Context: an optimization exercise on an open-source flow, tuned for small area and a short achievable clock period. The choices shown serve that exercise and are no tape-out recipe.
Where RTL was checked, it was by simulation tests only, not by an equivalence proof against the original.
No activity file was given, so power comes from the tool's default toggle rates.

## red
Design RISC_TOY_SYS, start of the top module:
module RISC_TOY_SYS (
    input  wire          CLK,
    input  wire          RSTN,
    output wire          IREQ,
    output wire [29:0]   IADDR,
    input  wire [31:0]   INSTR,
    output wire          DREQ,
    output wire [1:0]    DRW,
    output wire [29:0]   DADDR,
    output wire [31:0]   DWDATA,
    input  wire [31:0]   DRDATA,
    output wire [31:0]   CONSIG,
    input  wire [31:0]   IPIN,
    output wire [31:0]   IPOUT
);
export LEC_CHECK = 0
export CAP_MARGIN = 20
export CORE_MARGIN = 2
export CORE_UTILIZATION = 55
export CTS_BUF_LIST = sky130_fd_sc_hd__clkbuf_8
export CTS_CLUSTER_DIAMETER = 80
export CTS_CLUSTER_SIZE = 14
export SETUP_SLACK_MARGIN = 0.2
export SLEW_MARGIN = 20
create_clock -name core_clock -period 14.0 [get_ports {CLK}]
standard.sh (not shown) runs the stock make flow with config.mk's settings and CLKGATE_MAP_FILE= SYNTH_SCRIPT=/design/flow/synth_recipe.tcl, a recipe that flattens the netlist after the stock synthesis.
==> flow/flow/run.sh <==
#!/bin/bash
# Own flow for RISC_TOY_SYS. Runs in the standard flow's work folder (design.v,
# config.mk, standard.sh, synth_recipe.tcl, flow/, out/).
#  1. design_gl.v: design.v with two combinational modules replaced by
#     gate-level ones (flow/gen_gl.py): the register file's read selector
#     (RFREAD, an a222oi AND-OR tree) and the EX operand selector's last
#     gate (OPMUX, a21o). They have no registers, so the registers are the
#     standard synthesis's.
#  2. Synthesis is synth_recipe.tcl with the ABC pass called through a Tcl
#     proc (same arguments; the script is flow/abc.script if present).
#  3. the standard layout (standard.sh) with small port buffers
#     (buf_2) instead of buffer_ports' default delay cells, and repair_timing
#     aimed below the clock period (the SDC is unchanged); clock tree
#     synthesis without dummy loads; RSTN and IREQ pins side by side
#     (flow/io.tcl).
# Each tool's output goes to a log file of its own here.
set -euo pipefail
W=$(pwd)
python3 flow/gen_gl.py "$W/rfread_gl.v" > gen_gl.log 2>&1
python3 - "$W/design.v" "$W/rfread_gl.v" "$W/design_gl.v" > design_gl.log 2>&1 <<'PY'
import re, sys
src = open(sys.argv[1]).read()
gl = open(sys.argv[2]).read()
for m in ("RFREAD", "OPMUX"):
    pat = re.compile(r"\bmodule\s+" + m + r"\b.*?\bendmodule\b", re.S)
    assert len(pat.findall(src)) == 1, m + " not found exactly once"
    src = pat.sub("", src)
open(sys.argv[3], "w").write(src + "\n" + gl)
print("design_gl.v written")
PY
# ABC: ORFS's script, or flow/abc.script when there is one
if [[ -f flow/abc.script ]]; then
  ABCP="set i [lsearch \$args -script]; if {\$i >= 0} { lset args [expr {\$i+1}] $W/flow/abc.script }; "
else
  ABCP=""
fi
{
  echo 'proc synth {args} { yosys synth -nofsm -noshare {*}$args }'
  echo "proc abc {args} { ${ABCP}yosys abc {*}\$args }"
  tail -n +2 synth_recipe.tcl
} > my_synth.tcl
bash standard.sh \
  "VERILOG_FILES=$W/design_gl.v" \
  "SYNTH_SCRIPT=$W/my_synth.tcl" \
  "BUFFER_PORTS_ARGS=-buffer_cell sky130_fd_sc_hd__buf_2" \
  "SETUP_SLACK_MARGIN=8.4" \
  "IO_CONSTRAINTS=$W/flow/io.tcl" \
  "CTS_ARGS=-sink_clustering_enable -repair_clock_nets -sink_clustering_size 14 -sink_clustering_max_diameter 80 -buf_list sky130_fd_sc_hd__clkbuf_8 -dont_use_dummy_load" \
  finish > standard_flow.log 2>&1
Other scripts of this flow, unchanged in this note and not shown: flow/flow/gen_gl.py, flow/flow/io.tcl
Edits applied to the flow inputs when going from red to blue:
diff --git a/flow/design.v b/flow/design.v
--- a/flow/design.v
+++ b/flow/design.v
@@ -295,17 +295,18 @@
                        ({32{SBB_EX[2]}} & WBVAL)   | ({32{SBB_EX[4]}} & IMM_EX) |
                        ({32{SBB_EX[5]}} & RD1_EX);
     wire [31:0] A, R2, B;
     OPMUX u_opa (.E(A_e),  .S(SA_EX[3]),  .L(DRDATA), .Y(A));
     OPMUX u_opr (.E(R2_e), .S(SB_EX[3]),  .L(DRDATA), .Y(R2));
     OPMUX u_opb (.E(B_e),  .S(SBB_EX[3]), .L(DRDATA), .Y(B));
     assign A_EX = A;
-    wire r2z = (R2 == 32'd0);
+    wire r2z = (R2_e == 32'd0) & (~SB_EX[3] | (DRDATA == 32'd0));
+    wire r2s = R2_e[31] | (SB_EX[3] & DRDATA[31]);
     assign taken = BAL_EX | (BZ_EX & r2z) | (BNZ_EX & ~r2z) |
-                   (BPOS_EX & ~R2[31]) | (BNEG_EX & R2[31]);
+                   (BPOS_EX & ~r2s) | (BNEG_EX & r2s);
     wire [31:0] Y   = B ^ {32{OP_SUB}};
     wire [31:0] SUM;
     ADD32SK u_sum (.a(A), .b(Y), .ci(OP_SUB), .s(SUM));
     wire [4:0] sh = SHREG_EX ? R2[4:0] : SHIMM_EX;
     function [31:0] rev32;
         input [31:0] v;
         integer i;
==> comparison <==
- When blue is set beside red, its count of inverters other than clock inverters in the layout turns out to be about 6% larger.
- Between blue and red, the synthesized-area fraction occupied by and/or/nand/nor cells figures differ only marginally.
- Multi-input logic area: blue > red
- Comparing red and blue, the lower area growth from synthesis to layout is on blue.
- Taking red as the reference, in blue worst hold slack up 0.0097 ns; count of inserted antenna diode cells down 1; minimum clock period flat; register-to-register slack up 0.18 ns.
- Comparing red with blue, the post-synthesis share of cell area spent on xor and xnor gates came out essentially unchanged.
- Compared with red, blue shows net load switching power lower by about 0.8%.
- Comparing red with blue, the setup slack came out essentially unchanged.
- Against red, buffer count excluding the clock tree in the final layout in blue rose slightly.
- Compared blue against red; core area within noise.
- Cell area delta (blue -> red): insignificant
Function was not checked in any run of this note: the RTL went through the layout flow alone.


Another version of the RTL of RISC_TOY_SYS (not shown whole).
Size: ~1800 flip-flops, about 92000 um2 of cells after synthesis.
==> module CUSTOM_IP, before the edit <==
module CUSTOM_IP (
    input  wire        CLK,
    input  wire        RSTN,
    input  wire [31:0] IPIN,
    input  wire [31:0] CON,
    input  wire [31:0] CON_D,    
    output wire [31:0] IPOUT
);
    wire start_bit = CON[2];
    wire is_3x3    = CON[0];
    wire init_bit  = CON[1];
    reg        receiving_enable, computing_enable;
    reg [2:0]  cnt;
    reg [4:0]  exec_cnt;
    reg        clr_mac, update_ready;
    reg [1:0]  mac_enable;
    reg        last_start_bit;
    reg        zrows;
    reg [15:0] buf0, buf1, buf2, buf3, buf4, buf5, buf6, buf7;
    wire start_evt = start_bit & ~last_start_bit & ~receiving_enable & ~computing_enable;
    always @(posedge CLK or negedge RSTN) begin
        if (!RSTN) begin
            receiving_enable <= 1'b0;
            computing_enable <= 1'b0;
            cnt              <= 3'd0;
            exec_cnt         <= 5'd0;
            clr_mac          <= 1'b0;
            update_ready     <= 1'b0;
            mac_enable       <= 2'b00;
            last_start_bit   <= 1'b0;
            zrows            <= 1'b0;
        end else begin
            last_start_bit <= start_bit;
            if (init_bit) begin
                receiving_enable <= 1'b0;
                computing_enable <= 1'b0;
                cnt              <= 3'd0;
                exec_cnt         <= 5'd0;
            end
            if (start_evt) begin
                receiving_enable <= 1'b1;
                cnt              <= 3'd1;
                zrows            <= 1'b0;
            end else if (receiving_enable) begin
                if (cnt == 3'd7) begin
                    receiving_enable <= 1'b0;
                    cnt              <= 3'd0;
                    computing_enable <= 1'b1;
                    exec_cnt         <= 5'd0;
                    if (init_bit) zrows <= 1'b1;
                end else begin
                    cnt <= cnt + 3'd1;
                end
            end
            if (computing_enable && !init_bit) begin
                exec_cnt <= exec_cnt + 5'd1;
                if (exec_cnt == 5'd0) begin
                    clr_mac      <= 1'b1;
                    update_ready <= 1'b1;
                    mac_enable   <= is_3x3 ? 2'b01 : 2'b11;
                end else if (exec_cnt == 5'd1) begin
                    clr_mac <= 1'b0;
                end else if (exec_cnt > 5'd12) begin
                    computing_enable <= 1'b0;
                    update_ready     <= 1'b0;
                    mac_enable       <= 2'b00;
                    exec_cnt         <= 5'd0;
                end
            end else if (init_bit) begin
                clr_mac      <= 1'b1;
                update_ready <= 1'b1;
                mac_enable   <= is_3x3 ? 2'b01 : 2'b11;
            end else begin
                clr_mac      <= 1'b0;
                update_ready <= 1'b0;
                mac_enable   <= 2'b00;
            end
        end
    end
    wire [15:0] wdata = (is_3x3 && receiving_enable && (cnt == 3'd3 || cnt == 3'd7)) ? 16'd0 : IPIN[15:0];
    wire [7:0]  wrow  = start_evt ? 8'd1 : receiving_enable ? (8'd1 << cnt) : 8'd0;
    always @(posedge CLK) begin
        if (wrow[0]) buf0 <= wdata;
        if (wrow[1]) buf1 <= wdata;
        if (wrow[2]) buf2 <= wdata;
        if (wrow[3]) buf3 <= wdata;
        if (wrow[4]) buf4 <= wdata;
        if (wrow[5]) buf5 <= wdata;
        if (wrow[6]) buf6 <= wdata;
        if (wrow[7]) buf7 <= wdata;
    end
    wire [15:0] row [0:7];
    assign row[0] = buf0;
    assign row[1] = buf1;
    assign row[2] = buf2;
    assign row[3] = buf3;
    assign row[4] = buf4;
    assign row[5] = buf5;
    assign row[6] = buf6;
    assign row[7] = buf7;
    wire [13:0] d;
    genvar ge;
    generate
        for (ge = 0; ge < 14; ge = ge + 1) begin : g_dec
            assign d[ge] = computing_enable & (exec_cnt == ge);
        end
    endgenerate
    reg [3:0] a_in_row [0:3];
    reg [3:0] b_in_col [0:3];
    integer r, c, t;
    always @(*) begin
        for (r = 0; r < 4; r = r + 1) begin
            a_in_row[r] = 4'd0;
            for (t = 0; t < 4; t = t + 1)
                if (d[r + t + 2] && !zrows && !(is_3x3 && (r == 3 || t == 3)))
                    a_in_row[r] = a_in_row[r] | row[r][t*4 +: 4];
        end
        for (c = 0; c < 4; c = c + 1) begin
            b_in_col[c] = 4'd0;
            for (t = 0; t < 4; t = t + 1)
                if (d[c + t + 2] && !(zrows && t != 3) && !(is_3x3 && c == 3))
                    b_in_col[c] = b_in_col[c] | row[4 + t][c*4 +: 4];
        end
    end
    reg  [63:0]  a_q, b_q;
    reg  [159:0] acc_q;
    reg  [1:0]   gvalid;
    wire [63:0]  pa, pb;
    wire [15:0]  en;
    wire [159:0] acc_d;
    genvar gi, gj;
    generate
        for (gi = 0; gi < 4; gi = gi + 1) begin : g_i
            for (gj = 0; gj < 4; gj = gj + 1) begin : g_j
                localparam integer N = gi * 4 + gj;
                wire [9:0] macs;
                assign en[N] = (gi == 3 || gj == 3) ? mac_enable[1] : mac_enable[0];
                if (gj == 0) begin : g_a0
                    assign pa[N*4 +: 4] = a_in_row[gi];
                end else begin : g_a1
                    assign pa[N*4 +: 4] = a_q[(N-1)*4 +: 4];
                end
                if (gi == 0) begin : g_b0
                    assign pb[N*4 +: 4] = b_in_col[gj];
                end else begin : g_b1
                    assign pb[N*4 +: 4] = b_q[(N-4)*4 +: 4];
                end
                MAC10 u_mac (.acc(acc_q[N*10 +: 10]), .a(pa[N*4 +: 4]), .b(pb[N*4 +: 4]), .s(macs));
                assign acc_d[N*10 +: 10] = clr_mac ? 10'd0 : macs;
            end
        end
    endgenerate
    integer m;
    always @(posedge CLK or negedge RSTN) begin
        if (!RSTN) begin
            a_q <= 64'd0;
            b_q <= 64'd0;
        end else begin
            for (m = 0; m < 16; m = m + 1)
                if (en[m]) begin
                    a_q[m*4 +: 4] <= pa[m*4 +: 4];
                    b_q[m*4 +: 4] <= pb[m*4 +: 4];
                end
        end
    end
    integer q;
    always @(posedge CLK) begin
        for (q = 0; q < 16; q = q + 1)
            if (en[q] & update_ready) acc_q[q*10 +: 10] <= acc_d[q*10 +: 10];
    end
    always @(posedge CLK or negedge RSTN) begin
        if (!RSTN) gvalid <= 2'b00;
        else       gvalid <= gvalid | (mac_enable & {2{update_ready & clr_mac}});
    end
    wire [1:0]  gvalid_d = gvalid | (mac_enable & {2{update_ready & clr_mac}});
    wire [3:0]  sel_d    = {CON_D[7:6], CON_D[5:4]};
    wire        selg_d   = (CON_D[7:6] == 2'd3) | (CON_D[5:4] == 2'd3);
    wire        on_d     = CON_D[8] & gvalid_d[selg_d];
    reg  [15:0] rsel;
    always @(posedge CLK or negedge RSTN) begin
        if (!RSTN) rsel <= 16'd0;
        else       rsel <= on_d ? (16'd1 << sel_d) : 16'd0;
    end
    reg [9:0] cval;
    integer s;
    always @(*) begin
        cval = 10'd0;
        for (s = 0; s < 16; s = s + 1)
            cval = cval | ({10{rsel[s]}} & acc_q[s*10 +: 10]);
    end
    assign IPOUT = {{22{cval[9]}}, cval};
endmodule
clock: 14.0 ns
lec_check: 0
cap_margin: 20
core_margin: 2
core_utilization: 55
cts_buf_list: sky130_fd_sc_hd__clkbuf_8
cts_cluster_diameter: 80
cts_cluster_size: 14
setup_slack_margin: 0.2
slew_margin: 20
==> flow/flow/run.sh <==
#!/bin/bash
# Own flow for RISC_TOY_SYS. Runs in the standard flow's work folder (design.v,
# config.mk, standard.sh, synth_recipe.tcl, flow/, out/).
#  1. design_gl.v: design.v with two combinational modules replaced by
#     gate-level ones (flow/gen_gl.py): the register file's read selector
#     (RFREAD, an a222oi AND-OR tree) and the EX operand selector's last
#     gate (OPMUX, a21o). They have no registers, so the registers are the
#     standard synthesis's.
#  2. Synthesis is synth_recipe.tcl with the ABC pass called through a Tcl
#     proc (same arguments; the script is flow/abc.script if present).
#  3. the standard layout (standard.sh) with small port buffers
#     (buf_2) instead of buffer_ports' default delay cells, and repair_timing
#     aimed below the clock period (the SDC is unchanged); clock tree
#     synthesis without dummy loads.
# Each tool's output goes to a log file of its own here.
set -euo pipefail
W=$(pwd)
python3 flow/gen_gl.py "$W/rfread_gl.v" > gen_gl.log 2>&1
python3 - "$W/design.v" "$W/rfread_gl.v" "$W/design_gl.v" > design_gl.log 2>&1 <<'PY'
import re, sys
src = open(sys.argv[1]).read()
gl = open(sys.argv[2]).read()
for m in ("RFREAD", "OPMUX"):
    pat = re.compile(r"\bmodule\s+" + m + r"\b.*?\bendmodule\b", re.S)
    assert len(pat.findall(src)) == 1, m + " not found exactly once"
    src = pat.sub("", src)
open(sys.argv[3], "w").write(src + "\n" + gl)
print("design_gl.v written")
PY
# ABC: ORFS's script, or flow/abc.script when there is one
if [[ -f flow/abc.script ]]; then
  ABCP="set i [lsearch \$args -script]; if {\$i >= 0} { lset args [expr {\$i+1}] $W/flow/abc.script }; "
else
  ABCP=""
fi
{
  echo 'proc synth {args} { yosys synth -nofsm -noshare {*}$args }'
  echo "proc abc {args} { ${ABCP}yosys abc {*}\$args }"
  tail -n +2 synth_recipe.tcl
} > my_synth.tcl
bash standard.sh \
  "VERILOG_FILES=$W/design_gl.v" \
  "SYNTH_SCRIPT=$W/my_synth.tcl" \
  "BUFFER_PORTS_ARGS=-buffer_cell sky130_fd_sc_hd__buf_2" \
  "SETUP_SLACK_MARGIN=8.4" \
  "CTS_ARGS=-sink_clustering_enable -repair_clock_nets -sink_clustering_size 14 -sink_clustering_max_diameter 80 -buf_list sky130_fd_sc_hd__clkbuf_8 -dont_use_dummy_load" \
  finish > standard_flow.log 2>&1
Other scripts of this flow, unchanged in this note and not shown: flow/flow/gen_gl.py
Rerun with:
--- a/flow/design.v
+++ b/flow/design.v
@@ -527,24 +527,25 @@
                 end
                 MAC10 u_mac (.acc(acc_q[N*10 +: 10]), .a(pa[N*4 +: 4]), .b(pb[N*4 +: 4]), .s(macs));
                 assign acc_d[N*10 +: 10] = clr_mac ? 10'd0 : macs;
             end
         end
     endgenerate
-    integer m;
+    reg  [1:0] flush;
     always @(posedge CLK or negedge RSTN) begin
-        if (!RSTN) begin
-            a_q <= 64'd0;
-            b_q <= 64'd0;
-        end else begin
-            for (m = 0; m < 16; m = m + 1)
-                if (en[m]) begin
-                    a_q[m*4 +: 4] <= pa[m*4 +: 4];
-                    b_q[m*4 +: 4] <= pb[m*4 +: 4];
-                end
-        end
+        if (!RSTN)               flush <= 2'd3;
+        else if (flush != 2'd0)  flush <= flush - 2'd1;
+    end
+    wire fl = (flush != 2'd0);
+    integer m;
+    always @(posedge CLK) begin
+        for (m = 0; m < 16; m = m + 1)
+            if (en[m] | fl) begin
+                a_q[m*4 +: 4] <= pa[m*4 +: 4];
+                b_q[m*4 +: 4] <= pb[m*4 +: 4];
+            end
     end
     integer q;
     always @(posedge CLK) begin
         for (q = 0; q < 16; q = q + 1)
             if (en[q] & update_ready) acc_q[q*10 +: 10] <= acc_d[q*10 +: 10];
     end
Synthesized area falls by 1.1%; via count went down by 2.2%; final cell count fell by 2.0%; count of clock-buffer cells in the layout shrinks by 3; maximum frequency goes down by 1.7%; sequential power falls by 3.8%; hold slack gains 56 ps; die area shrinks by 1.1%; combinational power shrinks by 24%.
The RTL of the second run of this note was laid out without a check of its function.

==> separate check: timing with driven ports <==
Ports are ideal in the flow. The routed layouts listed here were re-timed in OpenROAD.
Step 1 sets driving cells, clkbuf_16 on the clock port and buf_2 on the other inputs (assumed; they add their load-dependent delay and slew).
Step 2 adds t to the input delays and takes it off the output delays; t is the mean of the earliest and latest rising clock arrival at the registers after step 1. Input paths then give back, and output paths get back, about the clock's delay inside the block.
a / b / c = ideal ports / drivers / drivers and shift; a / b = the first two.
run	shift t [ns]	setup WS [ns]	worst setup path at the end
red	1.041	8.187 / 7.932 / 7.259	input to register
blue	1.034	8.189 / 7.889 / 7.226	input to register
the first run of note 2	0.996	8.191 / 8.053 / 7.380	input to register
the second run of note 2	0.989	8.090 / 8.063 / 7.246	input to register
After both steps setup and hold are still met in every run listed. For blue, which loses most, drivers alone change the setup slack by -0.300 ns; drivers and shift together by -0.963 ns.
